Source: an optimization exercise on an open RTL-to-GDS flow (aim: small area, a short achievable clock period and few clock cycles per item). Production flows keep margins and buffers that such runs may drop.
Function was not checked in any run shown here: the RTL went through the layout flow alone.
Power and IR drop assume default switching activity.

**design/flow/config.mk**
```make
export PLATFORM = sky130hd
export DESIGN_NAME = Out_of_Order_divider
export DESIGN_NICKNAME = Out_of_Order_divider
export VERILOG_FILES = /design/flow/design.v
export SDC_FILE = /design/flow/constraint.sdc
export NUM_CORES = 4
export LEC_CHECK = 0
export CAP_MARGIN = 20
export CORE_MARGIN = 2
export CORE_UTILIZATION = 40
export PLACE_DENSITY = 0.6
export SLEW_MARGIN = 20
```
**design/flow/constraint.sdc**
```tcl
create_clock -name core_clock -period 6.0 [get_ports {clk}]
set_input_delay 1.2000 -clock core_clock [delete_from_list [all_inputs] [get_ports {clk}]]
set_output_delay 1.2000 -clock core_clock [all_outputs]
set_load 0.01 [all_outputs]
```
**design/flow/design.v**
```verilog
module single_divider (Clk, a_in, d_in, q_out, r_out);
input Clk;
input [7:0] a_in, d_in;
output [7:0] q_out, r_out;
wire [0:0] x0 = a_in[7:7];
wire [1:0] b_0;
wire [0:0] df_0;
assign b_0[0] = 1'b0;
assign df_0[0] = x0[0] ^ d_in[0] ^ b_0[0];
assign b_0[1] = (~x0[0] & d_in[0]) | (~(x0[0] ^ d_in[0]) & b_0[0]);
wire ge_0 = (d_in[7:1] == 0) && !b_0[1];
wire [0:0] r1 = ge_0 ? df_0 : x0;
wire [0:0] qq1 = {ge_0};
wire [6:0] aa1 = a_in[6:0];
wire [1:0] x1 = {r1, aa1[6:6]};
wire [2:0] b_1;
wire [1:0] df_1;
assign b_1[0] = 1'b0;
assign df_1[0] = x1[0] ^ d_in[0] ^ b_1[0];
assign b_1[1] = (~x1[0] & d_in[0]) | (~(x1[0] ^ d_in[0]) & b_1[0]);
assign df_1[1] = x1[1] ^ d_in[1] ^ b_1[1];
assign b_1[2] = (~x1[1] & d_in[1]) | (~(x1[1] ^ d_in[1]) & b_1[1]);
wire ge_1 = (d_in[7:2] == 0) && !b_1[2];
wire [1:0] r2 = ge_1 ? df_1 : x1;
wire [1:0] qq2 = {qq1, ge_1};
wire [5:0] aa2 = aa1[5:0];
wire [2:0] x2 = {r2, aa2[5:5]};
wire [3:0] b_2;
wire [2:0] df_2;
assign b_2[0] = 1'b0;
assign df_2[0] = x2[0] ^ d_in[0] ^ b_2[0];
assign b_2[1] = (~x2[0] & d_in[0]) | (~(x2[0] ^ d_in[0]) & b_2[0]);
assign df_2[1] = x2[1] ^ d_in[1] ^ b_2[1];
assign b_2[2] = (~x2[1] & d_in[1]) | (~(x2[1] ^ d_in[1]) & b_2[1]);
assign df_2[2] = x2[2] ^ d_in[2] ^ b_2[2];
assign b_2[3] = (~x2[2] & d_in[2]) | (~(x2[2] ^ d_in[2]) & b_2[2]);
wire ge_2 = (d_in[7:3] == 0) && !b_2[3];
wire [2:0] r3 = ge_2 ? df_2 : x2;
wire [2:0] qq3 = {qq2, ge_2};
wire [4:0] aa3 = aa2[4:0];
reg [2:0] r_p1;
always @(posedge Clk) r_p1 <= r3;
reg [4:0] a_p1;
always @(posedge Clk) a_p1 <= aa3;
reg [2:0] q_p1;
always @(posedge Clk) q_p1 <= qq3;
reg [7:0] d_p1;
always @(posedge Clk) d_p1 <= d_in;
wire [3:0] x3 = {r_p1, a_p1[4:4]};
wire [4:0] b_3;
wire [3:0] df_3;
assign b_3[0] = 1'b0;
assign df_3[0] = x3[0] ^ d_p1[0] ^ b_3[0];
assign b_3[1] = (~x3[0] & d_p1[0]) | (~(x3[0] ^ d_p1[0]) & b_3[0]);
assign df_3[1] = x3[1] ^ d_p1[1] ^ b_3[1];
assign b_3[2] = (~x3[1] & d_p1[1]) | (~(x3[1] ^ d_p1[1]) & b_3[1]);
assign df_3[2] = x3[2] ^ d_p1[2] ^ b_3[2];
assign b_3[3] = (~x3[2] & d_p1[2]) | (~(x3[2] ^ d_p1[2]) & b_3[2]);
assign df_3[3] = x3[3] ^ d_p1[3] ^ b_3[3];
assign b_3[4] = (~x3[3] & d_p1[3]) | (~(x3[3] ^ d_p1[3]) & b_3[3]);
wire ge_3 = (d_p1[7:4] == 0) && !b_3[4];
wire [3:0] r4 = ge_3 ? df_3 : x3;
wire [3:0] qq4 = {q_p1, ge_3};
wire [3:0] aa4 = a_p1[3:0];
wire [4:0] x4 = {r4, aa4[3:3]};
wire [5:0] b_4;
wire [4:0] df_4;
assign b_4[0] = 1'b0;
assign df_4[0] = x4[0] ^ d_p1[0] ^ b_4[0];
assign b_4[1] = (~x4[0] & d_p1[0]) | (~(x4[0] ^ d_p1[0]) & b_4[0]);
assign df_4[1] = x4[1] ^ d_p1[1] ^ b_4[1];
assign b_4[2] = (~x4[1] & d_p1[1]) | (~(x4[1] ^ d_p1[1]) & b_4[1]);
assign df_4[2] = x4[2] ^ d_p1[2] ^ b_4[2];
assign b_4[3] = (~x4[2] & d_p1[2]) | (~(x4[2] ^ d_p1[2]) & b_4[2]);
assign df_4[3] = x4[3] ^ d_p1[3] ^ b_4[3];
assign b_4[4] = (~x4[3] & d_p1[3]) | (~(x4[3] ^ d_p1[3]) & b_4[3]);
assign df_4[4] = x4[4] ^ d_p1[4] ^ b_4[4];
assign b_4[5] = (~x4[4] & d_p1[4]) | (~(x4[4] ^ d_p1[4]) & b_4[4]);
wire ge_4 = (d_p1[7:5] == 0) && !b_4[5];
wire [4:0] r5 = ge_4 ? df_4 : x4;
wire [4:0] qq5 = {qq4, ge_4};
wire [2:0] aa5 = aa4[2:0];
wire [5:0] x5 = {r5, aa5[2:2]};
wire [6:0] b_5;
wire [5:0] df_5;
assign b_5[0] = 1'b0;
assign df_5[0] = x5[0] ^ d_p1[0] ^ b_5[0];
assign b_5[1] = (~x5[0] & d_p1[0]) | (~(x5[0] ^ d_p1[0]) & b_5[0]);
assign df_5[1] = x5[1] ^ d_p1[1] ^ b_5[1];
assign b_5[2] = (~x5[1] & d_p1[1]) | (~(x5[1] ^ d_p1[1]) & b_5[1]);
assign df_5[2] = x5[2] ^ d_p1[2] ^ b_5[2];
assign b_5[3] = (~x5[2] & d_p1[2]) | (~(x5[2] ^ d_p1[2]) & b_5[2]);
assign df_5[3] = x5[3] ^ d_p1[3] ^ b_5[3];
assign b_5[4] = (~x5[3] & d_p1[3]) | (~(x5[3] ^ d_p1[3]) & b_5[3]);
assign df_5[4] = x5[4] ^ d_p1[4] ^ b_5[4];
assign b_5[5] = (~x5[4] & d_p1[4]) | (~(x5[4] ^ d_p1[4]) & b_5[4]);
assign df_5[5] = x5[5] ^ d_p1[5] ^ b_5[5];
assign b_5[6] = (~x5[5] & d_p1[5]) | (~(x5[5] ^ d_p1[5]) & b_5[5]);
wire ge_5 = (d_p1[7:6] == 0) && !b_5[6];
wire [5:0] r6 = ge_5 ? df_5 : x5;
wire [5:0] qq6 = {qq5, ge_5};
wire [1:0] aa6 = aa5[1:0];
wire [6:0] x6 = {r6, aa6[1:1]};
wire [7:0] b_6;
wire [6:0] df_6;
assign b_6[0] = 1'b0;
assign df_6[0] = x6[0] ^ d_p1[0] ^ b_6[0];
assign b_6[1] = (~x6[0] & d_p1[0]) | (~(x6[0] ^ d_p1[0]) & b_6[0]);
assign df_6[1] = x6[1] ^ d_p1[1] ^ b_6[1];
assign b_6[2] = (~x6[1] & d_p1[1]) | (~(x6[1] ^ d_p1[1]) & b_6[1]);
assign df_6[2] = x6[2] ^ d_p1[2] ^ b_6[2];
assign b_6[3] = (~x6[2] & d_p1[2]) | (~(x6[2] ^ d_p1[2]) & b_6[2]);
assign df_6[3] = x6[3] ^ d_p1[3] ^ b_6[3];
assign b_6[4] = (~x6[3] & d_p1[3]) | (~(x6[3] ^ d_p1[3]) & b_6[3]);
assign df_6[4] = x6[4] ^ d_p1[4] ^ b_6[4];
assign b_6[5] = (~x6[4] & d_p1[4]) | (~(x6[4] ^ d_p1[4]) & b_6[4]);
assign df_6[5] = x6[5] ^ d_p1[5] ^ b_6[5];
assign b_6[6] = (~x6[5] & d_p1[5]) | (~(x6[5] ^ d_p1[5]) & b_6[5]);
assign df_6[6] = x6[6] ^ d_p1[6] ^ b_6[6];
assign b_6[7] = (~x6[6] & d_p1[6]) | (~(x6[6] ^ d_p1[6]) & b_6[6]);
wire ge_6 = (d_p1[7:7] == 0) && !b_6[7];
wire [6:0] r7 = ge_6 ? df_6 : x6;
wire [6:0] qq7 = {qq6, ge_6};
wire [0:0] aa7 = aa6[0:0];
reg [6:0] r_p2;
always @(posedge Clk) r_p2 <= r7;
reg [0:0] a_p2;
always @(posedge Clk) a_p2 <= aa7;
reg [6:0] q_p2;
always @(posedge Clk) q_p2 <= qq7;
reg [7:0] d_p2;
always @(posedge Clk) d_p2 <= d_p1;
wire [7:0] x7 = {r_p2, a_p2[0:0]};
wire [8:0] b_7;
wire [7:0] df_7;
assign b_7[0] = 1'b0;
assign df_7[0] = x7[0] ^ d_p2[0] ^ b_7[0];
assign b_7[1] = (~x7[0] & d_p2[0]) | (~(x7[0] ^ d_p2[0]) & b_7[0]);
assign df_7[1] = x7[1] ^ d_p2[1] ^ b_7[1];
assign b_7[2] = (~x7[1] & d_p2[1]) | (~(x7[1] ^ d_p2[1]) & b_7[1]);
assign df_7[2] = x7[2] ^ d_p2[2] ^ b_7[2];
assign b_7[3] = (~x7[2] & d_p2[2]) | (~(x7[2] ^ d_p2[2]) & b_7[2]);
assign df_7[3] = x7[3] ^ d_p2[3] ^ b_7[3];
assign b_7[4] = (~x7[3] & d_p2[3]) | (~(x7[3] ^ d_p2[3]) & b_7[3]);
assign df_7[4] = x7[4] ^ d_p2[4] ^ b_7[4];
assign b_7[5] = (~x7[4] & d_p2[4]) | (~(x7[4] ^ d_p2[4]) & b_7[4]);
assign df_7[5] = x7[5] ^ d_p2[5] ^ b_7[5];
assign b_7[6] = (~x7[5] & d_p2[5]) | (~(x7[5] ^ d_p2[5]) & b_7[5]);
assign df_7[6] = x7[6] ^ d_p2[6] ^ b_7[6];
assign b_7[7] = (~x7[6] & d_p2[6]) | (~(x7[6] ^ d_p2[6]) & b_7[6]);
assign df_7[7] = x7[7] ^ d_p2[7] ^ b_7[7];
assign b_7[8] = (~x7[7] & d_p2[7]) | (~(x7[7] ^ d_p2[7]) & b_7[7]);
wire ge_7 = 1'b1 && !b_7[8];
wire [7:0] r8 = ge_7 ? df_7 : x7;
wire [7:0] qq8 = {q_p2, ge_7};
assign q_out = qq8;
assign r_out = r8;
endmodule
`timescale 1 ns / 100 ps
module Out_of_Order_divider (clk, rst, start, memory_write_complete, dd_addr, dd_data, qr_we, qr_addr, qr_data);
input clk, rst, start;
output memory_write_complete;
output [4:0] dd_addr;
input [15:0] dd_data;
output qr_we;
output [4:0] qr_addr;
output [15:0] qr_data;
reg [5:0] cnt;
reg run;
wire last = run && (cnt == 6'd33);
always @(posedge clk, posedge rst)
begin
  if (rst) begin
    cnt <= 6'd0;
    run <= 1'b0;
  end else if (last) begin
    cnt <= 6'd0;
    run <= 1'b0;
  end else if (start || run) begin
    cnt <= cnt + 6'd1;
    run <= 1'b1;
  end
end
wire [5:0] wcnt = cnt - 6'd2;
assign dd_addr = cnt[4:0];
assign qr_we = run && (cnt >= 6'd2);
assign qr_addr = wcnt[4:0];
assign memory_write_complete = last;
single_divider divider (.Clk(clk), .a_in(dd_data[15:8]), .d_in(dd_data[7:0]), .q_out(qr_data[15:8]), .r_out(qr_data[7:0]));
endmodule
```
**design/flow/flow/run.sh**
```bash
#!/bin/bash
# The standard layout, with every input and output port buffered by a
# sky130_fd_sc_hd__buf_1 instead of the resizer's default choice.
set -euo pipefail
bash standard.sh BUFFER_PORTS_ARGS="-buffer_cell sky130_fd_sc_hd__buf_1" ADDER_MAP_FILE= finish > standard.log 2>&1
```
**design/flow/standard.sh**
```bash
#!/bin/bash
# synth_recipe.tcl (not shown) runs the flow's synth.tcl, then flattens the netlist and writes it again
# the make line also repeats each setting of config.mk as NAME=value (left out here)
make -C /OpenROAD-flow-scripts/flow DESIGN_CONFIG=/design/flow/config.mk WORK_HOME=/design/flow/orfs CLKGATE_MAP_FILE= SYNTH_SCRIPT=/design/flow/synth_recipe.tcl "${@:-finish}"
```
==> results of run 1 <==
==> final cells by class <==
class / instances / area, um2
Timing Repair Buffer: 51 / 210
Tap cell: 102 / 128
Clock inverter: 2 / 38.8
Sequential cell: 49 / 1020
Clock buffer: 6 / 72.6
Fill cell: 765 / 4190
Multi-Input combinational cell: 275 / 1890
Inverter: 27 / 101
==> through the flow <==
stage	hold slack, ns	cell area (um2)	utilization	worst slack [ns]
final	0.332	3450	0.452	0.490
after global placement	0.311	3340	0.437	0.620
after CTS	0.336	3450	0.452	0.511
after floorplan	0.310	3120	-	0.754
after detailed placement	0.314	3340	0.437	0.531
after global routing	0.342	3450	0.452	0.171
==> flip-flops by register name, indices dropped and copies added (netlist names) <==
| register | flops |
|---|---|
| cnt | 6 |
| divider.a_p1 | 5 |
| divider.q_p2 | 7 |
| divider.q_p1 | 3 |
| divider.r_p1 | 3 |
| run | 1 |
| divider.d_p2 | 8 |
| divider.a_p2 | 1 |
| divider.d_p1 | 8 |
| divider.r_p2 | 7 |
==> power groups by stage <==
stage / clock network [mW] / logic [mW] / registers (mW)
final: 0.240 / 0.370 / 0.427
after global placement: 0 / 0.366 / 0.432
after CTS: 0.250 / 0.374 / 0.427
after floorplan: 0 / 0.331 / 0.406
after detailed placement: 0 / 0.372 / 0.435
after global routing: 0.260 / 0.416 / 0.436
==> worst max-delay path, delay by kind of cell, from the launching register on <==
family	cells	cell delay, ns
AO/OA/AOI/OAI	12	2.71
AND/OR/NAND/NOR	6	2.16
flip-flops	1	0.39
XOR/XNOR	1	0.13
==> kinds of logic (layout without fill, tap and decap cells) <==
family,Yosys count,in the layout,share of synthesized area
xor+xnor,43,43,0.121
mux,2,2,0.00641
fa+ha+maj,9,9,0.0288
buf+inv,47,86,0.0701
flops,49,49,0.325
simple gates,134,134,0.228
compound gates,87,87,0.220
==> cells in the final DEF (no fill, tap or decap), types with 5 or more instances in the layout <==
cell,synthesis,final
a21oi_1,13,13
a31oi_1,8,8
buf_1,1,46
buf_4,7,5
clkbuf_8,0,5
dfrtp_1,7,7
dfxtp_1,42,42
inv_1,23,23
maj3_1,9,9
nand2_1,28,28
nand2b_1,5,5
nand3_1,7,7
nor2_1,28,28
nor2b_1,8,8
nor3_1,17,17
o21ai_0,16,16
or3_1,7,7
xnor2_1,36,36
xor2_1,7,7
==> worst paths after layout <==
path | end | startpoint
worst max-delay path | divider.r_p2[5] | divider.d_p1[5]
worst min-delay path | divider.q_p2[4] | divider.q_p1[0]
worst max register to register | divider.r_p2[5] | divider.d_p1[5]
worst min register to register | divider.q_p2[4] | divider.q_p1[0]
max in group asynchronous | cnt[0] | rst
min in group asynchronous | cnt[3] | rst
==> metal layers <==
metal | vias to the layer above | wire length [um]
met5 | - | 0
met4 | 0 | 113
met3 | 11 | 421
met2 | 87 | 3080
met1 | 1240 | 3260
li1 | 1381 | -
==> run notes, run 1 <==
first drt pass iteration count=4; area grow syn2layout=10.6%; Pwr Total=1.04 mW; critical path arrival=5.69 ns; Initial Util=0.408; gpl congestion=0.900; Post-synth top flop=dfxtp_1; largest net degree at the start of global routing=17; routed len/inst=13.4 um; Synth area leader=dfxtp_1; Sequential Power Share=0.411; Setup crit end kind=register; Max IR drop VDD=0.0924 mV; Worst path max stage delay=0.56 ns; share of the yosys chip area belonging to registers=0.325; Root Buffer Master=clkbuf_8; clock network power share=0.232; worst relative slew slack=0.646; M2 GR Usage=0.268; fin nets=428; critical path launch point type=register; Die Area=8530 um2; antenna fix cells=0; switching power total=0.379 mW; CTS tree=yes; fmax=0.181 GHz; Pwr Density=300 nW/um2; top cells by count, synth=42 x dfxtp_1, 36 x xnor2_1, 28 x nand2_1, 28 x nor2_1, 23 x inv_1; CTS buffer count=5; Rows=32; Worst Reg-to-Reg Cells=19; Synth top area share=0.269; Worst-Margin Slew=0.528 ns; max_cap viols=0; met1 GRT Util=0.220; hold buffers post-CTS=0; antenna violations before repair=0; clk sinks=49; status=no timing/DRC/antenna violations; post-CTS sizing=0; worst path required time=6.18 ns; CTS H-Tree Depth=2; I/O pins=47; Leak Pwr=1.27 nW; fin. max-slew vios=0; worst skew pair latency=0.31 ns; drt drc=0; setup tns final=0 ns; WHS Path Cells=0; Final Hold Vio Count=0; switching portion of total power=0.365; GRT overflow=0; number of synthesized flops with an enable pin=0; Worst-path clk slew=0.08 ns; Yosys reg bits=49; top cells by area, synth=dfxtp_1 27%, xnor2_1 10%, dfrtp_1 5.6%, nand2_1 3.4%, nor2_1 3.4%; All-Layer GR Usage=0.165; Most Used Layer, Global Route=met2; RSZ-0062 raised after global routing=no; most frequent CP cell=or3_4; Core ar.=7650 um2; via count=2719; vias per cell=5.31; Longest Clk Path Bufs=2; synthesized area=3120 um2; layout cells sized above 1=0.0951; Pint=0.659 mW; post-synthesis net count=390; period utilisation layout=0.918; final setup vio count=0; placed cells=504; vias in the first global route=2465; Worst Hold Class=reg -> reg; critical path type=reg -> reg; post-route ant nets=0; iteration-0 DRC count of the detailed router=135; Yosys warnings=2; Die H=92.4 um; DP HPWL=5370 um; CP Max Fanout=11; global-route wire length before repair=11500 um; Synth async-reset ratio=0.143; Critical Path, Cell by Cell=or3_4 > or3_4 > or3_1 > o211a_2 > a21oi_2 > o21ba_2 > o31ai_1 > a31o_2 > or4_4 > a211oi_4 > a2bb2oi_1 > o31a_1 > o21ai_2 > a311oi_2 > o31ai_2 > a22o_4 > and2_4 > and3_1 > xor2_1; syn_area_per_cell=8.42 um2; crit path time final=5.51 ns; Port Buffers=46; Total Wirelength=6880 um; Setup Skew=0.0132 ns; Unique masters post-synth=70; non-filler instance count after layout=512; Max stage delay cell, worst path=or4_4; most numerous cell in the Yosys netlist=dfxtp_1; R2R setup slack=0.49 ns; Post CTS Setup Buffer Count=0; routing usage on met3=0.0317; Synth Instances=371; Die X-Extent=92.4 um; Combinational Power Share=0.357
==> inputs of run 2 (changes only) <==
--- a/design/flow/design.v
+++ b/design/flow/design.v
@@ -38,31 +38,31 @@
 wire [2:0] r3 = ge_2 ? df_2 : x2;
 wire [2:0] qq3 = {qq2, ge_2};
 wire [4:0] aa3 = aa2[4:0];
-reg [2:0] r_p1;
-always @(posedge Clk) r_p1 <= r3;
-reg [4:0] a_p1;
-always @(posedge Clk) a_p1 <= aa3;
-reg [2:0] q_p1;
-always @(posedge Clk) q_p1 <= qq3;
-reg [7:0] d_p1;
-always @(posedge Clk) d_p1 <= d_in;
-wire [3:0] x3 = {r_p1, a_p1[4:4]};
+wire [3:0] x3 = {r3, aa3[4:4]};
 wire [4:0] b_3;
 wire [3:0] df_3;
 assign b_3[0] = 1'b0;
-assign df_3[0] = x3[0] ^ d_p1[0] ^ b_3[0];
-assign b_3[1] = (~x3[0] & d_p1[0]) | (~(x3[0] ^ d_p1[0]) & b_3[0]);
-assign df_3[1] = x3[1] ^ d_p1[1] ^ b_3[1];
-assign b_3[2] = (~x3[1] & d_p1[1]) | (~(x3[1] ^ d_p1[1]) & b_3[1]);
-assign df_3[2] = x3[2] ^ d_p1[2] ^ b_3[2];
-assign b_3[3] = (~x3[2] & d_p1[2]) | (~(x3[2] ^ d_p1[2]) & b_3[2]);
-assign df_3[3] = x3[3] ^ d_p1[3] ^ b_3[3];
-assign b_3[4] = (~x3[3] & d_p1[3]) | (~(x3[3] ^ d_p1[3]) & b_3[3]);
-wire ge_3 = (d_p1[7:4] == 0) && !b_3[4];
+assign df_3[0] = x3[0] ^ d_in[0] ^ b_3[0];
+assign b_3[1] = (~x3[0] & d_in[0]) | (~(x3[0] ^ d_in[0]) & b_3[0]);
+assign df_3[1] = x3[1] ^ d_in[1] ^ b_3[1];
+assign b_3[2] = (~x3[1] & d_in[1]) | (~(x3[1] ^ d_in[1]) & b_3[1]);
+assign df_3[2] = x3[2] ^ d_in[2] ^ b_3[2];
+assign b_3[3] = (~x3[2] & d_in[2]) | (~(x3[2] ^ d_in[2]) & b_3[2]);
+assign df_3[3] = x3[3] ^ d_in[3] ^ b_3[3];
+assign b_3[4] = (~x3[3] & d_in[3]) | (~(x3[3] ^ d_in[3]) & b_3[3]);
+wire ge_3 = (d_in[7:4] == 0) && !b_3[4];
 wire [3:0] r4 = ge_3 ? df_3 : x3;
-wire [3:0] qq4 = {q_p1, ge_3};
-wire [3:0] aa4 = a_p1[3:0];
-wire [4:0] x4 = {r4, aa4[3:3]};
+wire [3:0] qq4 = {qq3, ge_3};
+wire [3:0] aa4 = aa3[3:0];
+reg [3:0] r_p1;
+always @(posedge Clk) r_p1 <= r4;
+reg [3:0] a_p1;
+always @(posedge Clk) a_p1 <= aa4;
+reg [3:0] q_p1;
+always @(posedge Clk) q_p1 <= qq4;
+reg [7:0] d_p1;
+always @(posedge Clk) d_p1 <= d_in;
+wire [4:0] x4 = {r_p1, a_p1[3:3]};
 wire [5:0] b_4;
 wire [4:0] df_4;
 assign b_4[0] = 1'b0;
@@ -78,8 +78,8 @@
 assign b_4[5] = (~x4[4] & d_p1[4]) | (~(x4[4] ^ d_p1[4]) & b_4[4]);
 wire ge_4 = (d_p1[7:5] == 0) && !b_4[5];
 wire [4:0] r5 = ge_4 ? df_4 : x4;
-wire [4:0] qq5 = {qq4, ge_4};
-wire [2:0] aa5 = aa4[2:0];
+wire [4:0] qq5 = {q_p1, ge_4};
+wire [2:0] aa5 = a_p1[2:0];
 wire [5:0] x5 = {r5, aa5[2:2]};
 wire [6:0] b_5;
 wire [5:0] df_5;
==> run notes, run 2 <==
most numerous cell in the Yosys netlist=dfxtp_1; Synth async-reset ratio=0.140; vias in the first global route=2778; synthesized area=3600 um2; Total Wirelength=8000 um; global-route wire length before repair=13200 um; area taken by multi-input logic gates=2180 um2; antenna fix cells=0; area grow syn2layout=4.72%; drt drc=0; number of synthesized flops with an enable pin=0; worst relative slew slack=0.533; final setup vio count=0; CTS tree=yes; CTS H-Tree Depth=2; max_cap viols=0; GRT overflow=0; setup tns final=0 ns; period utilisation layout=0.867; top cells by count, synth=43 x dfxtp_1, 37 x nor2_1, 35 x xnor2_1; Longest Clk Path Bufs=2; Hold Crit Start=divider.q_p1[0]; Root Buffer Master=clkbuf_8; critical path launch point type=register; switching power total=0.416 mW; Yosys reg bits=50; Hold Path End=divider.q_p2[3]; switching portion of total power=0.374; routed len/inst=14.5 um; critical path arrival=4.00 ns; fin. max-slew vios=0; Post CTS Setup Buffer Count=0; Initial Util=0.413; design area=3770 um2; Die H=98.9 um; clk sinks=50; post-route ant nets=0; Synth Instances=414; Sequential Power Share=0.394; Rows=34; Final Hold Vio Count=0; iteration-0 DRC count of the detailed router=141; Port Buffers=46; DP HPWL=6140 um; most frequent cells in the layout=46 x buf_1, 43 x dfxtp_1, 37 x nor2_1, 35 x xnor2_1, 34 x nand2_1; post-place setup slack=0.916 ns; syn_area_per_cell=8.70 um2; worst path required time=4.80 ns; CTS buffer count=5; Yosys warnings=2; post-CTS sizing=0; top cells by area, synth=dfxtp_1 24%, xnor2_1 8.5%, dfrtp_1 4.9%, nor2_1 3.9%, nand2_1 3.5%; All-Layer GR Usage=0.162; Die Area=9780 um2; most common cell after layout, fill and taps aside=buf_1; Max IR drop VDD=0.118 mV; Combinational Power Share=0.377; gpl congestion=0.867; fmax=0.192 GHz; placed cells=542; Worst Setup Slack, final=0.796 ns; Setup crit end kind=output port; post-synthesis net count=433; Worst Reg-to-Reg Cells=15; via count=3049; Setup Skew=0.00482 ns; I/O pins=47; layout cells sized above 1=0.118; antenna violations before repair=0; Reg-to-Reg End=divider.r_p2[1]; Worst-Margin Slew=0.697 ns; non-filler instance count after layout=550; crit path time final=5.20 ns; biggest regs=divider.d_p1 x8, divider.d_p2 x8; Register Area=1040 um2; hold buffers post-CTS=0; Leak Pwr=1.39 nW; Pint=0.696 mW; Post-synth top flop=dfxtp_1; Layout fillers=893; WHS Path Cells=0; critical path type=reg -> out; reg2reg start=divider.d_p1[0]; worst skew pair latency=0.30 ns; R2R setup slack=1.28 ns; Core ar.=8720 um2; Synth top area share=0.239; clock network power share=0.229; Pwr Density=294 nW/um2; status=no timing/DRC/antenna violations; Worst Hold Class=reg -> reg; Area after DPL=3650 um2; Die X-Extent=98.9 um; vias per cell=5.54; first drt pass iteration count=4; largest net degree at the start of global routing=18; worst hold margin=0.335 ns; CP Max Fanout=7; Pwr Total=1.11 mW; fin nets=460; RSZ-0062 raised after global routing=no; share of the yosys chip area belonging to registers=0.288; Worst-path clk slew=0.10 ns; Core Util, Final=0.433; Synth area leader=dfxtp_1; Unique masters post-synth=88
[run 2: changes by cell type in the layout (fill, tap and decap cells not counted), moves of 3 or more]
cell	delta
a211oi_2	+6
a21o_2	+3
a21oi_1	+5
a31oi_1	-3
and3_1	-3
buf_4	-4
clkinv_1	-4
inv_1	+6
nand2_1	+6
nor2_1	+9
nor2b_1	-4
nor2b_4	+3
nor3_1	-3
or2_2	-4
[run 2: how the worst max path moves through the flow]
stage / from / cells past startpoint / end / slack (ns)
global placement: dd_data[4] / 16 / divider.r_p1[1] / 1.05
detailed placement: dd_data[4] / 16 / divider.r_p1[1] / 0.92
floorplan: divider.d_p2[0] / 11 / qr_data[5] / 1.37
finish: divider.d_p2[0] / 12 / qr_data[5] / 0.80
CTS: divider.d_p2[0] / 12 / qr_data[5] / 0.76
global route: divider.d_p2[0] / 12 / qr_data[5] / 0.58
[run 2: critical path, cell delays in order, from the launching register on]
cell	delay, ns
dfxtp_1	0.32
nor2b_1	0.14
maj3_1	0.39
maj3_1	0.40
maj3_1	0.41
maj3_1	0.39
nor2_1	0.14
a21oi_1	0.09
maj3_1	0.41
maj3_1	0.46
nor3_1	0.22
xor2_1	0.16
buf_1	0.16
[run 2: kinds of logic (layout without fill, tap and decap cells)]
family                     Yosys count  count (layout)  synth area share
muxes                                6               6            0.0184
xor gates and xnor gates            43              43             0.105
adders and majority gates           11              11            0.0313
DFF                                 50              50             0.288
buffers and inverters               59              87             0.108
and+or+nand+nor                    133             133             0.190
AOI/OAI and AO/OA                  112             112             0.261
[run 2: power groups by stage]
stage	Combinational [mW]	Sequential [mW]	Clock, mW
after CTS	0.422	0.439	0.262
final	0.419	0.438	0.254
after global placement	0.415	0.445	0
after global routing	0.465	0.449	0.276
after floorplan	0.383	0.416	0
after detailed placement	0.421	0.446	0
[run 2: area by class of cell]
cell class              count  share of cell area
clock buffers               6              0.0219
repair buffers             47              0.0477
well taps                 108              0.0358
flip-flops and latches     50               0.275
inverters                  32              0.0325
clock inverters             2              0.0103
multi-input cells         305               0.577
[run 2: routing by layer]
metal	global-route usage	vias to the layer above	wire length, um
met2	0.273	68	3770
li1	-	1517	-
met3	0.0191	14	300
met5	0	-	0
met1	0.213	1450	3740
met4	0.0601	0	193
==> inputs of run 3 (changes only) <==
--- a/design/flow/design.v
+++ b/design/flow/design.v
@@ -131,28 +131,10 @@
 reg [7:0] d_p2;
 always @(posedge Clk) d_p2 <= d_p1;
 wire [7:0] x7 = {r_p2, a_p2[0:0]};
-wire [8:0] b_7;
-wire [7:0] df_7;
-assign b_7[0] = 1'b0;
-assign df_7[0] = x7[0] ^ d_p2[0] ^ b_7[0];
-assign b_7[1] = (~x7[0] & d_p2[0]) | (~(x7[0] ^ d_p2[0]) & b_7[0]);
-assign df_7[1] = x7[1] ^ d_p2[1] ^ b_7[1];
-assign b_7[2] = (~x7[1] & d_p2[1]) | (~(x7[1] ^ d_p2[1]) & b_7[1]);
-assign df_7[2] = x7[2] ^ d_p2[2] ^ b_7[2];
-assign b_7[3] = (~x7[2] & d_p2[2]) | (~(x7[2] ^ d_p2[2]) & b_7[2]);
-assign df_7[3] = x7[3] ^ d_p2[3] ^ b_7[3];
-assign b_7[4] = (~x7[3] & d_p2[3]) | (~(x7[3] ^ d_p2[3]) & b_7[3]);
-assign df_7[4] = x7[4] ^ d_p2[4] ^ b_7[4];
-assign b_7[5] = (~x7[4] & d_p2[4]) | (~(x7[4] ^ d_p2[4]) & b_7[4]);
-assign df_7[5] = x7[5] ^ d_p2[5] ^ b_7[5];
-assign b_7[6] = (~x7[5] & d_p2[5]) | (~(x7[5] ^ d_p2[5]) & b_7[5]);
-assign df_7[6] = x7[6] ^ d_p2[6] ^ b_7[6];
-assign b_7[7] = (~x7[6] & d_p2[6]) | (~(x7[6] ^ d_p2[6]) & b_7[6]);
-assign df_7[7] = x7[7] ^ d_p2[7] ^ b_7[7];
-assign b_7[8] = (~x7[7] & d_p2[7]) | (~(x7[7] ^ d_p2[7]) & b_7[7]);
-wire ge_7 = 1'b1 && !b_7[8];
-wire [7:0] r8 = ge_7 ? df_7 : x7;
-wire [7:0] qq8 = {q_p2, ge_7};
+wire ge_7_1 = 1'b1 && (x7 >= d_p2[7:0]);
+wire [7:0] df_7_1 = x7 - d_p2[7:0];
+wire [7:0] r8 = ge_7_1 ? df_7_1 : x7;
+wire [7:0] qq8 = {q_p2, ge_7_1};
 assign q_out = qq8;
 assign r_out = r8;
 endmodule
==> run notes, run 3 <==
status=no timing/DRC/antenna violations; worst path required time=4.80 ns; biggest regs=divider.d_p1 x8, divider.d_p2 x8; syn_area_per_cell=8.26 um2; area taken by multi-input logic gates=2210 um2; Yosys reg bits=50; All-Layer GR Usage=0.177; CTS tree=yes; critical path arrival=3.94 ns; Setup crit end kind=output port; Reg-to-Reg End=divider.r_p2[1]; fin. max-slew vios=0; synthesized area=3500 um2; R2R setup slack=1.11 ns; Yosys warnings=2; Max stage delay cell, worst path=maj3_1; top cells by count, synth=43 x dfxtp_1, 41 x nand2_1, 34 x xnor2_1; global-route wire length before repair=14200 um; fin nets=469; Top delay family on crit path=adder cells; Rows=34; worst relative slew slack=0.455; largest net degree at the start of global routing=21; Unique masters post-synth=85; Post-synth top flop=dfxtp_1; Max IR drop VDD=0.0995 mV; routed len/inst=15.2 um; Total Wirelength=8510 um; Sequential Power Share=0.416; placed cells=551; most frequent CP cell=maj3_1; vias in the first global route=2940; Synth Instances=424; Worst path max stage delay=0.48 ns; max_cap viols=0; Synth async-reset ratio=0.140; post-synthesis net count=443; design area=3760 um2; gpl congestion=0.877; Core ar.=8590 um2; Core Util, Final=0.438; clock network power share=0.198; reg2reg start=divider.d_p1[3]; clk sinks=50; Die H=97.6 um; Worst Hold Class=reg -> reg; Combinational Power Share=0.385; CTS H-Tree Depth=2; critical path type=reg -> out; Worst Reg-to-Reg Cells=16; Layout fillers=875; switching power total=0.421 mW; Setup crit end=qr_data[5]; worst skew pair latency=0.30 ns; CP Max Fanout=7; final setup vio count=0; Die Area=9520 um2; Setup Skew=0.00320 ns; Worst-path clk slew=0.10 ns; via count=3215; Die X-Extent=97.6 um; fmax=0.194 GHz; Longest Clk Path Bufs=2; Port Buffers=46; non-filler instance count after layout=559; GRT overflow=0; Buf+Inv Stages, Crit Path=1; Area after DPL=3660 um2; most frequent cells in the layout=46 x buf_1, 43 x dfxtp_1, 41 x nand2_1, 34 x xnor2_1, 32 x nor2_1; most numerous cell in the Yosys netlist=dfxtp_1; Root Buffer Master=clkbuf_8; worst hold margin=0.333 ns; iteration-0 DRC count of the detailed router=215; RSZ-0062 raised after global routing=no; Critical Path, Cell by Cell=nor2b_1 > maj3_1 > maj3_1 > maj3_1 > maj3_1 > nor2_1 > a21o_1 > nor2_1 > nor2_1 > a21oi_1 > maj3_1 > nor3b_1 > xor2_1 > buf_1; layout cells sized above 1=0.0953; DP HPWL=6390 um; post-route ant nets=0; drt drc=0; hold buffers post-CTS=0; area grow syn2layout=7.40%; Register Area=1040 um2; first drt pass iteration count=5; setup tns final=0 ns; Synth top area share=0.246; Leak Pwr=1.34 nW; Pint=0.635 mW; top cells by area, synth=dfxtp_1 25%, xnor2_1 8.5%, dfrtp_1 5.0%, nand2_1 4.4%, nor2_1 3.4%; Synth area leader=dfxtp_1; antenna violations before repair=0; Crit path depth=14; CTS buffer count=5; switching portion of total power=0.399; vias per cell=5.75; post-CTS sizing=0; Final Hold Vio Count=0; Pwr Density=281 nW/um2; Worst-Margin Slew=0.817 ns; Initial Util=0.407; critical path launch point type=register; I/O pins=47; crit path time final=5.14 ns; Post CTS Setup Buffer Count=0; period utilisation layout=0.857; antenna fix cells=0; number of synthesized flops with an enable pin=0; share of the yosys chip area belonging to registers=0.296; worst setup path startpoint=divider.d_p2[0]; most common cell after layout, fill and taps aside=buf_1
-- run 3: how the worst min path moves through the flow --
stage	depth (start not counted)	endpoint	startpoint	slack (ns)
floorplan	0	divider.a_p2	divider.a_p1[0]	0.31
global placement	0	divider.q_p2[5]	divider.q_p1[2]	0.31
detailed placement	0	divider.q_p2[5]	divider.q_p1[2]	0.32
CTS	0	divider.q_p2[5]	divider.q_p1[2]	0.33
global route	0	divider.q_p2[5]	divider.q_p1[2]	0.35
finish	0	divider.q_p2[5]	divider.q_p1[2]	0.33
-- run 3: layout make-up --
type / instances / area share
clock inverters: 3 / 0.00765
inverters: 27 / 0.0273
flip-flops and latches: 50 / 0.276
repair buffers: 47 / 0.0479
well taps: 108 / 0.0359
multi-input cells: 319 / 0.587
clock buffers: 5 / 0.0183
-- run 3: routing by layer --
| layer | global-route usage | wire length, um | up-vias |
|---|---|---|---|
| li1 | - | - | 1596 |
| met1 | 0.232 | 3980 | 1489 |
| met2 | 0.295 | 3890 | 119 |
| met3 | 0.0259 | 474 | 11 |
| met4 | 0.0684 | 167 | 0 |
| met5 | 0 | 0 | - |
-- run 3: power groups by stage --
stage	sequential, mW	combinational [mW]	clock (mW)
floorplan	0.415	0.363	0
global placement	0.445	0.400	0
detailed placement	0.447	0.408	0
CTS	0.440	0.409	0.218
global route	0.449	0.452	0.233
finish	0.440	0.407	0.209
-- run 3: metrics by stage --
stage,setup slack [ns],power (mW)
after floorplan,1.45,0.778
after global placement,1.16,0.845
after detailed placement,1.09,0.855
after CTS,0.799,1.07
after global routing,0.562,1.13
final,0.858,1.06
-- run 3: cells by family after synthesis --
kind of cell,count (synthesis),synth area share
AO/OA/AOI/OAI,121,0.274
adder cells (fa/ha/maj),11,0.0329
buffers and inverters,55,0.0733
XOR/XNOR,43,0.110
multiplexers,4,0.0114
AND/OR/NAND/NOR,140,0.203
flip-flops,50,0.296
-- run 3: worst reg2reg max path: cells and delay by family (launching register included) --
family / cells / cell delay [ns]
xor gates and xnor gates: 1 / 0.14
AOI/OAI and AO/OA: 10 / 2.36
buffers and inverters: 2 / 0.48
DFF: 1 / 0.77
and+or+nand+nor: 3 / 1.04
==> inputs of run 4 (changes only) <==
--- a/design/flow/design.v
+++ b/design/flow/design.v
@@ -135,8 +135,12 @@
 wire [7:0] df_7_1 = x7 - d_p2[7:0];
 wire [7:0] r8 = ge_7_1 ? df_7_1 : x7;
 wire [7:0] qq8 = {q_p2, ge_7_1};
-assign q_out = qq8;
-assign r_out = r8;
+reg [7:0] r_p3;
+always @(posedge Clk) r_p3 <= r8;
+reg [7:0] q_p3;
+always @(posedge Clk) q_p3 <= qq8;
+assign q_out = q_p3;
+assign r_out = r_p3;
 endmodule
 `timescale 1 ns / 100 ps
 module Out_of_Order_divider (clk, rst, start, memory_write_complete, dd_addr, dd_data, qr_we, qr_addr, qr_data);
@@ -149,7 +153,7 @@
 output [15:0] qr_data;
 reg [5:0] cnt;
 reg run;
-wire last = run && (cnt == 6'd33);
+wire last = run && (cnt == 6'd34);
 always @(posedge clk, posedge rst)
 begin
   if (rst) begin
@@ -163,9 +167,9 @@
     run <= 1'b1;
   end
 end
-wire [5:0] wcnt = cnt - 6'd2;
+wire [5:0] wcnt = cnt - 6'd3;
 assign dd_addr = cnt[4:0];
-assign qr_we = run && (cnt >= 6'd2);
+assign qr_we = run && (cnt >= 6'd3);
 assign qr_addr = wcnt[4:0];
 assign memory_write_complete = last;
 single_divider divider (.Clk(clk), .a_in(dd_data[15:8]), .d_in(dd_data[7:0]), .q_out(qr_data[15:8]), .r_out(qr_data[7:0]));
==> run notes, run 4 <==
Synth async-reset ratio=0.106; hold buffers post-CTS=0; switching portion of total power=0.333; Sequential Power Share=0.421; Buf+Inv Stages, Crit Path=0; Die H=101 um; Total Wirelength=8220 um; Longest Clk Path Bufs=2; Worst Setup Slack, final=1.19 ns; top cells by count, synth=59 x dfxtp_1, 40 x nand2_1, 36 x nor2_1; Top delay family on crit path=simple AND/OR/NAND/NOR gates; Leak Pwr=1.56 nW; Yosys reg bits=66; Final Hold Vio Count=0; critical path type=reg -> reg; post-synthesis net count=455; Critical Path, Cell by Cell=nor2_1 > nand2_1 > or4_1 > mux2_4 > a41oi_1 > a311oi_4 > o221ai_4 > mux2_4 > nor4_2 > o311ai_2 > and3_1 > maj3_2 > xnor2_1 > o21a_1; CP Max Fanout=15; Synth area leader=dfxtp_1; top cells by area, synth=dfxtp_1 31%, xnor2_1 7.6%, dfrtp_1 4.6%, nand2_1 4.0%, nor2_1 3.6%; antenna violations before repair=0; Hold Crit Start=divider.q_p1[3]; post-place setup slack=0.885 ns; via count=3196; area grow syn2layout=10.3%; Root Buffer Master=clkbuf_8; post-CTS sizing=0; critical path launch point type=register; vias per cell=5.49; period utilisation layout=0.802; worst path required time=6.23 ns; critical path arrival=5.05 ns; Synth top area share=0.312; layout cells sized above 1=0.0786; final setup vio count=0; most frequent cells in the layout=59 x dfxtp_1, 46 x buf_1, 40 x nand2_1, 36 x nor2_1, 33 x xnor2_1; post-route ant nets=0; Setup Skew=0.00435 ns; Worst Hold Class=reg -> reg; max_cap viols=0; Pwr Total=1.38 mW; worst skew pair latency=0.33 ns; Max stage delay cell, worst path=or4_1; gpl congestion=0.872; clock network power share=0.270; antenna fix cells=0; syn_area_per_cell=8.68 um2; setup tns final=0 ns; first drt pass iteration count=4; Die Area=10200 um2; CTS H-Tree Depth=3; Worst path max stage delay=0.58 ns; Rows=35; Setup crit end kind=register; fmax=0.208 GHz; Core Util, Final=0.454; All-Layer GR Usage=0.176; fin. max-slew vios=0; clk sinks=66; Yosys warnings=2; CTS buffer count=9; R2R setup slack=1.19 ns; global-route wire length before repair=14300 um; Pint=0.918 mW; I/O pins=47; status=no timing/DRC/antenna violations; switching power total=0.459 mW; Initial Util=0.411; largest net degree at the start of global routing=20; Area after DPL=3970 um2; most common cell after layout, fill and taps aside=dfxtp_1; Worst-path clk slew=0.06 ns; Worst-Margin Slew=0.671 ns; fin nets=486; GRT overflow=0; Die X-Extent=101 um; most numerous cell in the Yosys netlist=dfxtp_1; Combinational Power Share=0.310; iteration-0 DRC count of the detailed router=120; Post-synth top flop=dfxtp_1; share of the yosys chip area belonging to registers=0.359; DP HPWL=6210 um; worst relative slew slack=0.552; synthesized area=3780 um2; Max IR drop VDD=0.138 mV; vias in the first global route=3064; worst setup path startpoint=divider.d_p1[6]; RSZ-0062 raised after global routing=no; routed len/inst=14.1 um; drt drc=0; most frequent CP cell=mux2_4; Pwr Density=330 nW/um2; Post CTS Setup Buffer Count=0; Synth Instances=436; CTS tree=yes; number of synthesized flops with an enable pin=0; reg2reg start=divider.d_p1[6]; Port Buffers=46; Core ar.=9200 um2; Unique masters post-synth=76; design area=4170 um2; crit path time final=4.81 ns
[run 4: cell types whose count changed in the layout (fill, tap and decap cells not counted), sizes merged, moves of 5 or more]
cell / before / now
dfxtp: 43 / 59
clkbuf: 5 / 13
o211ai: 11 / 4
nand3: 9 / 15
nor2b: 3 / 9
o21a: 2 / 8
nand2b: 6 / 11
or3: 6 / 1
[run 4: per-stage QoR]
step | std cells | hold slack [ns]
6_report | 582 | 0.322
5_1_grt | 582 | 0.331
4_1_cts | 582 | 0.324
3_5_place_dp | 567 | 0.313
3_3_place_gp | 567 | 0.312
2_1_floorplan | 436 | 0.310
[run 4: per-layer routing]
layer	GRT usage	routed length, um	up-vias
met5	0	0	-
met4	0.0530	76	0
met1	0.213	3760	1495
li1	-	-	1625
met3	0.0573	398	7
met2	0.298	3980	69
[run 4: path summary, 6_finish.rpt]
check / cells after the start / end
max: 14 / divider.r_p2[6]
min: 0 / divider.q_p2[6]
max reg2reg: 14 / divider.r_p2[6]
min reg2reg: 0 / divider.q_p2[6]
max in group asynchronous: 2 / cnt[0]
min in group asynchronous: 2 / cnt[2]
[run 4: final cells by class]
class	instances	area, um2
clock buffers	13	169
clock inverters	2	35.0
fillers	944	5020
inverters	23	86.3
multi-input cells	321	2210
flip-flops and latches	66	1360
well taps	111	139
repair buffers	46	173
[run 4: power by group through the flow]
stage	sequential [mW]	clock [mW]	combinational [mW]
finish	0.579	0.372	0.427
global route	0.592	0.404	0.483
CTS	0.579	0.387	0.430
detailed placement	0.588	0	0.428
global placement	0.588	0	0.421
floorplan	0.573	0	0.358
[run 4: logic make-up after synthesis]
logic type / share of synthesized area
XOR/XNOR: 0.0996
adder cells (fa/ha/maj): 0.0275
AND/OR/NAND/NOR: 0.200
AO/OA/AOI/OAI: 0.232
buffers and inverters: 0.0559
flip-flops: 0.359
multiplexers: 0.0271
==> inputs of run 5 (changes only) <==
--- a/design/flow/design.v
+++ b/design/flow/design.v
@@ -122,25 +122,31 @@
 wire [6:0] r7 = ge_6 ? df_6 : x6;
 wire [6:0] qq7 = {qq6, ge_6};
 wire [0:0] aa7 = aa6[0:0];
-reg [6:0] r_p2;
-always @(posedge Clk) r_p2 <= r7;
-reg [0:0] a_p2;
-always @(posedge Clk) a_p2 <= aa7;
-reg [6:0] q_p2;
-always @(posedge Clk) q_p2 <= qq7;
-reg [7:0] d_p2;
-always @(posedge Clk) d_p2 <= d_p1;
-wire [7:0] x7 = {r_p2, a_p2[0:0]};
-wire ge_7_1 = 1'b1 && (x7 >= d_p2[7:0]);
-wire [7:0] df_7_1 = x7 - d_p2[7:0];
-wire [7:0] r8 = ge_7_1 ? df_7_1 : x7;
-wire [7:0] qq8 = {q_p2, ge_7_1};
-reg [7:0] r_p3;
-always @(posedge Clk) r_p3 <= r8;
-reg [7:0] q_p3;
-always @(posedge Clk) q_p3 <= qq8;
-assign q_out = q_p3;
-assign r_out = r_p3;
+wire [7:0] x7 = {r7, aa7[0:0]};
+wire [8:0] b_7;
+wire [7:0] df_7;
+assign b_7[0] = 1'b0;
+assign df_7[0] = x7[0] ^ d_p1[0] ^ b_7[0];
+assign b_7[1] = (~x7[0] & d_p1[0]) | (~(x7[0] ^ d_p1[0]) & b_7[0]);
+assign df_7[1] = x7[1] ^ d_p1[1] ^ b_7[1];
+assign b_7[2] = (~x7[1] & d_p1[1]) | (~(x7[1] ^ d_p1[1]) & b_7[1]);
+assign df_7[2] = x7[2] ^ d_p1[2] ^ b_7[2];
+assign b_7[3] = (~x7[2] & d_p1[2]) | (~(x7[2] ^ d_p1[2]) & b_7[2]);
+assign df_7[3] = x7[3] ^ d_p1[3] ^ b_7[3];
+assign b_7[4] = (~x7[3] & d_p1[3]) | (~(x7[3] ^ d_p1[3]) & b_7[3]);
+assign df_7[4] = x7[4] ^ d_p1[4] ^ b_7[4];
+assign b_7[5] = (~x7[4] & d_p1[4]) | (~(x7[4] ^ d_p1[4]) & b_7[4]);
+assign df_7[5] = x7[5] ^ d_p1[5] ^ b_7[5];
+assign b_7[6] = (~x7[5] & d_p1[5]) | (~(x7[5] ^ d_p1[5]) & b_7[5]);
+assign df_7[6] = x7[6] ^ d_p1[6] ^ b_7[6];
+assign b_7[7] = (~x7[6] & d_p1[6]) | (~(x7[6] ^ d_p1[6]) & b_7[6]);
+assign df_7[7] = x7[7] ^ d_p1[7] ^ b_7[7];
+assign b_7[8] = (~x7[7] & d_p1[7]) | (~(x7[7] ^ d_p1[7]) & b_7[7]);
+wire ge_7 = 1'b1 && !b_7[8];
+wire [7:0] r8 = ge_7 ? df_7 : x7;
+wire [7:0] qq8 = {qq7, ge_7};
+assign q_out = qq8;
+assign r_out = r8;
 endmodule
 `timescale 1 ns / 100 ps
 module Out_of_Order_divider (clk, rst, start, memory_write_complete, dd_addr, dd_data, qr_we, qr_addr, qr_data);
@@ -153,7 +159,7 @@
 output [15:0] qr_data;
 reg [5:0] cnt;
 reg run;
-wire last = run && (cnt == 6'd34);
+wire last = run && (cnt == 6'd32);
 always @(posedge clk, posedge rst)
 begin
   if (rst) begin
@@ -167,9 +173,9 @@
     run <= 1'b1;
   end
 end
-wire [5:0] wcnt = cnt - 6'd3;
+wire [5:0] wcnt = cnt - 6'd1;
 assign dd_addr = cnt[4:0];
-assign qr_we = run && (cnt >= 6'd3);
+assign qr_we = run && (cnt >= 6'd1);
 assign qr_addr = wcnt[4:0];
 assign memory_write_complete = last;
 single_divider divider (.Clk(clk), .a_in(dd_data[15:8]), .d_in(dd_data[7:0]), .q_out(qr_data[15:8]), .r_out(qr_data[7:0]));
==> run notes, run 5 <==
non-filler instance count after layout=647; most numerous cell in the Yosys netlist=nand2_1; vias per cell=5.44; Root Buffer Master=clkbuf_8; first drt pass iteration count=5; I/O pins=47; main combinational cell family by area after synthesis=compound AO/OA/AOI/OAI gates; Combinational Power Share=0.654; Rows=32; layout cells sized above 1=0.372; switching power total=0.446 mW; fin nets=565; Leak Pwr=1.77 nW; via count=3522; critical path type=reg -> out; crit path time final=7.12 ns; Die X-Extent=92.1 um; worst relative slew slack=0.591; design area=4450 um2; clk sinks=27; Pwr Density=232 nW/um2; number of flip-flops in the largest register=8; Worst-Margin Slew=0.607 ns; R2R setup slack=3.98 ns; drt drc=0; Synth async-reset ratio=0.259; iteration-0 DRC count of the detailed router=129; RSZ-0062 raised after global routing=yes; worst hold margin=0.566 ns; Max IR drop VDD=0.225 mV; biggest regs=divider.d_p1 x8, cnt x6; GRT overflow=0; mux cell area share after synthesis=0.0137; status=failed layout checks; worst path required time=4.80 ns; CTS buffer count=3; number of synthesized flops with an enable pin=0; Port Buffers=46; antenna fix cells=0; max_cap viols=0; top cells by count, synth=48 x nand2_1, 38 x xnor2_1, 34 x nor2_1; Hold Crit Start=cnt[2]; DP HPWL=7310 um; vias in the first global route=3410; antenna violations before repair=0; Initial Util=0.409; Post-synth top flop=dfxtp_1; Worst Reg-to-Reg Cells=5; Worst-path clk slew=0.10 ns; xor and xnor area share after synthesis=0.143; area taken by multi-input logic gates=2580 um2; share of the yosys chip area belonging to registers=0.185; Pint=0.584 mW; Synth top area share=0.129; SO Faults=setup timing; Synth area leader=dfxtp_1; Die H=92.1 um; area grow syn2layout=43.1%; Final Hold Vio Count=0; gpl congestion=0.894; global-route wire length before repair=15200 um; Area after DPL=4090 um2; largest net degree at the start of global routing=18; fmax=0.140 GHz; critical path arrival=5.92 ns; clock network power share=0.101; period utilisation layout=1.19; Unique masters post-synth=80; most common cell after layout, fill and taps aside=buf_4; post-synthesis compound-gate area fraction=0.310; Setup Skew=0.000716 ns; Layout fillers=711; post-place setup slack=-0.933 ns; Sequential Power Share=0.245; hold buffers post-CTS=0; Die Area=8490 um2; post-route ant nets=0; routed len/inst=14.4 um; Worst Hold Class=reg -> reg; Total Wirelength=9290 um; fin. max-slew vios=0; switching portion of total power=0.433; setup tns final=-9.54 ns; Reg-to-Reg End=cnt[3]; placed cells=631; Yosys reg bits=27; worst skew pair latency=0.27 ns; Synth Instances=417; Longest Clk Path Bufs=2; top cells by area, synth=dfxtp_1 13%, xnor2_1 11%, nand2_1 5.8%, dfrtp_1 5.6%, nor2_1 4.1%; Hold Path End=cnt[2]; Setup crit end kind=output port; final setup vio count=9; Core ar.=7610 um2; Register Area=578 um2; CP Max Fanout=7; post-synthesis simple-gate area fraction=0.242; WHS Path Cells=1; post-synthesis net count=436; CTS tree=yes; Yosys warnings=2; post-synthesis adder-cell area fraction=0.0266; critical path launch point type=register; syn_area_per_cell=7.45 um2; Top reg by flops=divider.d_p1; synthesized area=3110 um2; CTS H-Tree Depth=1; Worst Setup Slack, final=-1.12 ns; most frequent cells in the layout=104 x buf_4, 47 x nand2_1, 37 x buf_1, 33 x xnor2_1, 32 x nor2_1; reg2reg start=cnt[0]; All-Layer GR Usage=0.216
==> run 5: changes by cell type after synthesis, moves of 5 or more <==
cell | previous run | this run
xnor2_1 | 33 | 38
a31oi_1 | 1 | 6
nand2_1 | 40 | 48
nand2b_1 | 11 | 2
dfxtp_1 | 59 | 20
o21ai_1 | 3 | 8
a32oi_1 | 0 | 5
==> run 5: power groups by stage <==
stage	registers, mW	logic (mW)	clock network [mW]
2_1_floorplan	0.240	0.430	0
3_3_place_gp	0.255	0.589	0
3_5_place_dp	0.256	0.603	0
4_1_cts	0.252	0.640	0.109
5_1_grt	0.258	0.732	0.117
6_report	0.252	0.674	0.104
==> run 5: logic make-up after synthesis <==
kind of cell             count (synthesis)
AO/OA/AOI/OAI                          125
flip-flops                              27
adder cells (fa/ha/maj)                  8
AND/OR/NAND/NOR                        149
XOR/XNOR                                49
buffers and inverters                   55
multiplexers                             4
==> run 5: stage by stage <==
stage | utilization | power (mW)
after CTS | 0.565 | 1.00
final | 0.585 | 1.03
after floorplan | - | 0.670
after global routing | 0.585 | 1.11
after detailed placement | 0.538 | 0.859
after global placement | 0.538 | 0.844
==> run 5: routing by layer <==
layer	vias to the layer above	global-route usage	part of all wire
met5	-	0	0
met3	33	0.0164	0.031
li1	1762	-	-
met1	1629	0.242	0.41
met2	98	0.409	0.52
met4	0	0.0995	0.038
==> run 5: how the worst max path moves through the flow <==
| stage | from | to | slack, ns |
|---|---|---|---|
| after floorplan | divider.d_p1[0] | qr_data[1] | -0.50 |
| after global placement | divider.d_p1[0] | qr_data[1] | -0.89 |
| after detailed placement | divider.d_p1[0] | qr_data[1] | -0.93 |
| after CTS | divider.a_p1[3] | qr_data[7] | -1.07 |
| after global routing | divider.a_p1[3] | qr_data[1] | -1.37 |
| final | divider.a_p1[3] | qr_data[1] | -1.12 |
==> run 5: repair_timing <==
action	4_1_cts	5_1_grt
setup endpoints to repair	9	9
pin swaps	13	10
buffers inserted	8	4
gates resized for setup	22	32
==> run 5: cell type report <==
| class | instances | area share |
|---|---|---|
| sequential | 27 | 0.130 |
| tap | 102 | 0.0287 |
| timing repair buffer | 155 | 0.230 |
| inverter | 24 | 0.0203 |
| clock buffer | 3 | 0.00928 |
| clock inverter | 1 | 0.00169 |
| multi-input combinational | 335 | 0.581 |
==> run 5: worst max-delay path, stage by stage, from the launching register on <==
cell,delay (ns)
dfxtp_2,0.33
nand2b_4,0.14
maj3_2,0.33
o221a_4,0.25
maj3_2,0.38
and4_4,0.20
o21ai_4,0.26
o2111ai_4,0.18
a32oi_2,0.31
o311a_1,0.29
o31ai_4,0.08
o221ai_2,0.20
nand3_2,0.12
a32oi_4,0.39
buf_4,0.18
nor3_2,0.05
nor4b_4,0.26
buf_4,0.18
a31oi_4,0.09
o21ai_2,0.18
a222oi_1,0.14
o31ai_2,0.47
buf_4,0.20
nand3_1,0.08
o211ai_2,0.09
xor2_2,0.13
buf_2,0.13
==> inputs of run 6 (changes only) <==
--- a/design/flow/design.v
+++ b/design/flow/design.v
@@ -145,8 +145,12 @@
 wire ge_7 = 1'b1 && !b_7[8];
 wire [7:0] r8 = ge_7 ? df_7 : x7;
 wire [7:0] qq8 = {qq7, ge_7};
-assign q_out = qq8;
-assign r_out = r8;
+reg [7:0] r_p2;
+always @(posedge Clk) r_p2 <= r8;
+reg [7:0] q_p2;
+always @(posedge Clk) q_p2 <= qq8;
+assign q_out = q_p2;
+assign r_out = r_p2;
 endmodule
 `timescale 1 ns / 100 ps
 module Out_of_Order_divider (clk, rst, start, memory_write_complete, dd_addr, dd_data, qr_we, qr_addr, qr_data);
@@ -159,7 +163,7 @@
 output [15:0] qr_data;
 reg [5:0] cnt;
 reg run;
-wire last = run && (cnt == 6'd32);
+wire last = run && (cnt == 6'd33);
 always @(posedge clk, posedge rst)
 begin
   if (rst) begin
@@ -173,9 +177,9 @@
     run <= 1'b1;
   end
 end
-wire [5:0] wcnt = cnt - 6'd1;
+wire [5:0] wcnt = cnt - 6'd2;
 assign dd_addr = cnt[4:0];
-assign qr_we = run && (cnt >= 6'd1);
+assign qr_we = run && (cnt >= 6'd2);
 assign qr_addr = wcnt[4:0];
 assign memory_write_complete = last;
 single_divider divider (.Clk(clk), .a_in(dd_data[15:8]), .d_in(dd_data[7:0]), .q_out(qr_data[15:8]), .r_out(qr_data[7:0]));
==> run notes, run 6 <==
largest net degree at the start of global routing=19; non-filler instance count after layout=610; antenna violations before repair=0; crit path time final=5.78 ns; antenna fix cells=0; Yosys warnings=2; critical path arrival=6.01 ns; CTS H-Tree Depth=2; worst relative slew slack=0.557; Critical Path, Cell by Cell=nand2b_4 > maj3_2 > a221o_1 > nand3_2 > mux2_2 > o32ai_4 > a31oi_4 > buf_4 > a2111oi_4 > o21ai_2 > a222oi_1 > buf_4 > nor2_4 > a31o_4 > mux2i_1 > a211o_1 > and4_4 > o31ai_4 > o31ai_4 > a211oi_4 > o31ai_4 > buf_4 > and4_1 > a211oi_2; Top delay family on crit path=compound AO/OA/AOI/OAI gates; via count=3484; final setup vio count=0; mux cell area share after synthesis=0.0236; status=no timing/DRC/antenna violations; Worst Reg-to-Reg Cells=24; CP Max Fanout=5; Total Wirelength=9890 um; Core Util, Final=0.518; number of synthesized flops with an enable pin=0; CTS tree=yes; critical path type=reg -> reg; Synth top area share=0.206; Die H=97.5 um; post-route ant nets=0; design area=4450 um2; WHS Path Cells=0; clk sinks=43; post-synthesis compound-gate area fraction=0.304; Initial Util=0.407; Area after DPL=3910 um2; max_cap viols=0; GRT overflow=0; Crit path depth=24; Yosys reg bits=43; Combinational Power Share=0.465; Rows=34; switching portion of total power=0.387; Post-synth top flop=dfxtp_1; Synth Instances=430; Max stage delay cell, worst path=o32ai_4; layout cells sized above 1=0.255; first drt pass iteration count=5; Max IR drop VDD=0.126 mV; biggest regs=divider.d_p1 x8, divider.q_p2 x8, divider.r_p2 x8; Synth area leader=dfxtp_1; Leak Pwr=1.66 nW; Worst Hold Class=reg -> reg; global-route wire length before repair=15800 um; most common cell after layout, fill and taps aside=buf_4; main combinational cell family by area after synthesis=compound AO/OA/AOI/OAI gates; fin. max-slew vios=0; fmax=0.173 GHz; Worst-Margin Slew=0.663 ns; gpl congestion=0.940; Root Buffer Master=clkbuf_8; Longest Clk Path Bufs=2; All-Layer GR Usage=0.201; Port Buffers=46; Pint=0.767 mW; area grow syn2layout=27.5%; period utilisation layout=0.963; xor and xnor area share after synthesis=0.105; worst skew pair latency=0.30 ns; vias per cell=5.71; routed len/inst=16.2 um; top cells by count, synth=46 x nand2_1, 36 x dfxtp_1, 33 x xnor2_1; Core ar.=8590 um2; vias in the first global route=3337; share of the yosys chip area belonging to registers=0.256; Pwr Density=281 nW/um2; iteration-0 DRC count of the detailed router=174; clock network power share=0.222; Unique masters post-synth=86; post-synthesis adder-cell area fraction=0.0176; worst hold margin=0.333 ns; Buf+Inv Stages, Crit Path=3; Die Area=9500 um2; synthesized area=3490 um2; fin nets=520; Worst path max stage delay=0.40 ns; I/O pins=47; post-synthesis net count=449; Setup Skew=0.00882 ns; syn_area_per_cell=8.12 um2; Pwr Total=1.25 mW; Layout fillers=820; worst path required time=6.23 ns; Final Hold Vio Count=0; drt drc=0; Synth async-reset ratio=0.163; Worst-path clk slew=0.09 ns; placed cells=589; most numerous cell in the Yosys netlist=nand2_1; most frequent cells in the layout=48 x buf_4, 46 x buf_1, 44 x nand2_1, 33 x dfxtp_1, 31 x xnor2_1; CTS buffer count=5; Setup crit end kind=register; critical path launch point type=register; switching power total=0.485 mW; DP HPWL=7210 um; top cells by area, synth=dfxtp_1 21%, xnor2_1 8.3%, dfrtp_1 5.0%, nand2_1 4.9%, nor2_1 3.0%; Die X-Extent=97.5 um; post-synthesis simple-gate area fraction=0.223; Sequential Power Share=0.313
## run 6: cell families (layout without fill, tap and decap cells)
logic type               Yosys count  in the layout
XOR/XNOR                          42             42
AND/OR/NAND/NOR                  149            149
AO/OA/AOI/OAI                    129            129
multiplexers                       8              8
flip-flops                        43             43
buffers and inverters             53            125
adder cells (fa/ha/maj)            6              6
## run 6: through the flow
step	setup WS (ns)	TNS, ns
floorplan	0.267	0
global placement	0.0240	0
detailed placement	-0.0877	-0.186
CTS	0.0105	0
global route	-0.0406	-0.0406
finish	0.225	0
## run 6: power by group through the flow
stage / Combinational, mW / Clock, mW / Sequential, mW
final: 0.582 / 0.278 / 0.392
after global placement: 0.495 / 0 / 0.395
after global routing: 0.636 / 0.294 / 0.400
after floorplan: 0.397 / 0 / 0.388
after detailed placement: 0.503 / 0 / 0.398
after CTS: 0.524 / 0.286 / 0.392
## run 6: routing by layer
metal / up-vias / share of wire / GRT usage / wire [um]
met5: - / 0 / 0 / 0
li1: 1712 / - / - / -
met1: 1654 / 0.42 / 0.248 / 4190
met2: 94 / 0.52 / 0.355 / 5130
met3: 24 / 0.033 / 0.0295 / 330
met4: 0 / 0.024 / 0.0716 / 238
## run 6: final timing paths
kind / start / end / slack (ns)
max in group asynchronous: rst / cnt[0] / 4.99
min in group asynchronous: rst / cnt[4] / 0.79
hold reg to reg: divider.q_p1[3] / divider.q_p2[7] / 0.33
setup reg to reg: divider.a_p1[3] / divider.r_p2[1] / 0.22
setup / recovery: divider.a_p1[3] / divider.r_p2[1] / 0.22
hold / removal: divider.q_p1[3] / divider.q_p2[7] / 0.33
## run 6: final cells by class
cell class              count  area [um2]  area share
clock inverters             3        71.3      0.0160
flip-flops and latches     43         902       0.203
multi-input cells         334        2650       0.595
well taps                 108         135      0.0303
clock buffers               5        68.8      0.0155
inverters                  22        82.6      0.0185
repair buffers             95         544       0.122
## run 6: repair_timing
item,in CTS,in global routing
resized for setup,9,39
setup endpoints to repair,8,9
pin swaps,1,22
hold buffers,0,0
setup buffers,2,11
endpoints found under the hold margin,0,0

-- what the ideal ports hide --
Ports are ideal in the flow. The routed layouts listed here were re-timed in OpenROAD. Step 1, drivers: a clkbuf_16 drives clk and a buf_2 each remaining input, both assumed. Step 2 times the ports against the registers' clock, not the clock port: input delays grow and output delays shrink by t, the midpoint of the rising clock arrivals with the driver on. Three values: no drivers, after step 1, after step 2; two values: the first two.
run | t, ns | setup slack, ns | worst hold slack (ns) | worst data-port slew with drivers (ns)
run 1 | 0.334 | 0.490 / 0.490 / 0.490 | 0.332 / 0.332 / 0.332 | 0.03
run 2 | 0.332 | 0.796 / 0.766 / 0.912 | 0.335 / 0.335 / 0.335 | 0.04
run 3 | 0.330 | 0.858 / 0.828 / 1.057 | 0.333 / 0.333 / 0.333 | 0.03
run 4 | 0.364 | 1.185 / 1.185 / 0.854 | 0.322 / 0.322 / 0.322 | 0.03
run 5 | 0.291 | -1.124 / -1.149 / -0.858 | 0.566 / 0.566 / 0.566 | 0.03
run 6 | 0.329 | 0.225 / 0.225 / 0.225 | 0.333 / 0.333 / 0.333 | 0.04
For run 4, which loses most, drivers alone change the setup slack by 0.000 ns; drivers and shift together by -0.331 ns.
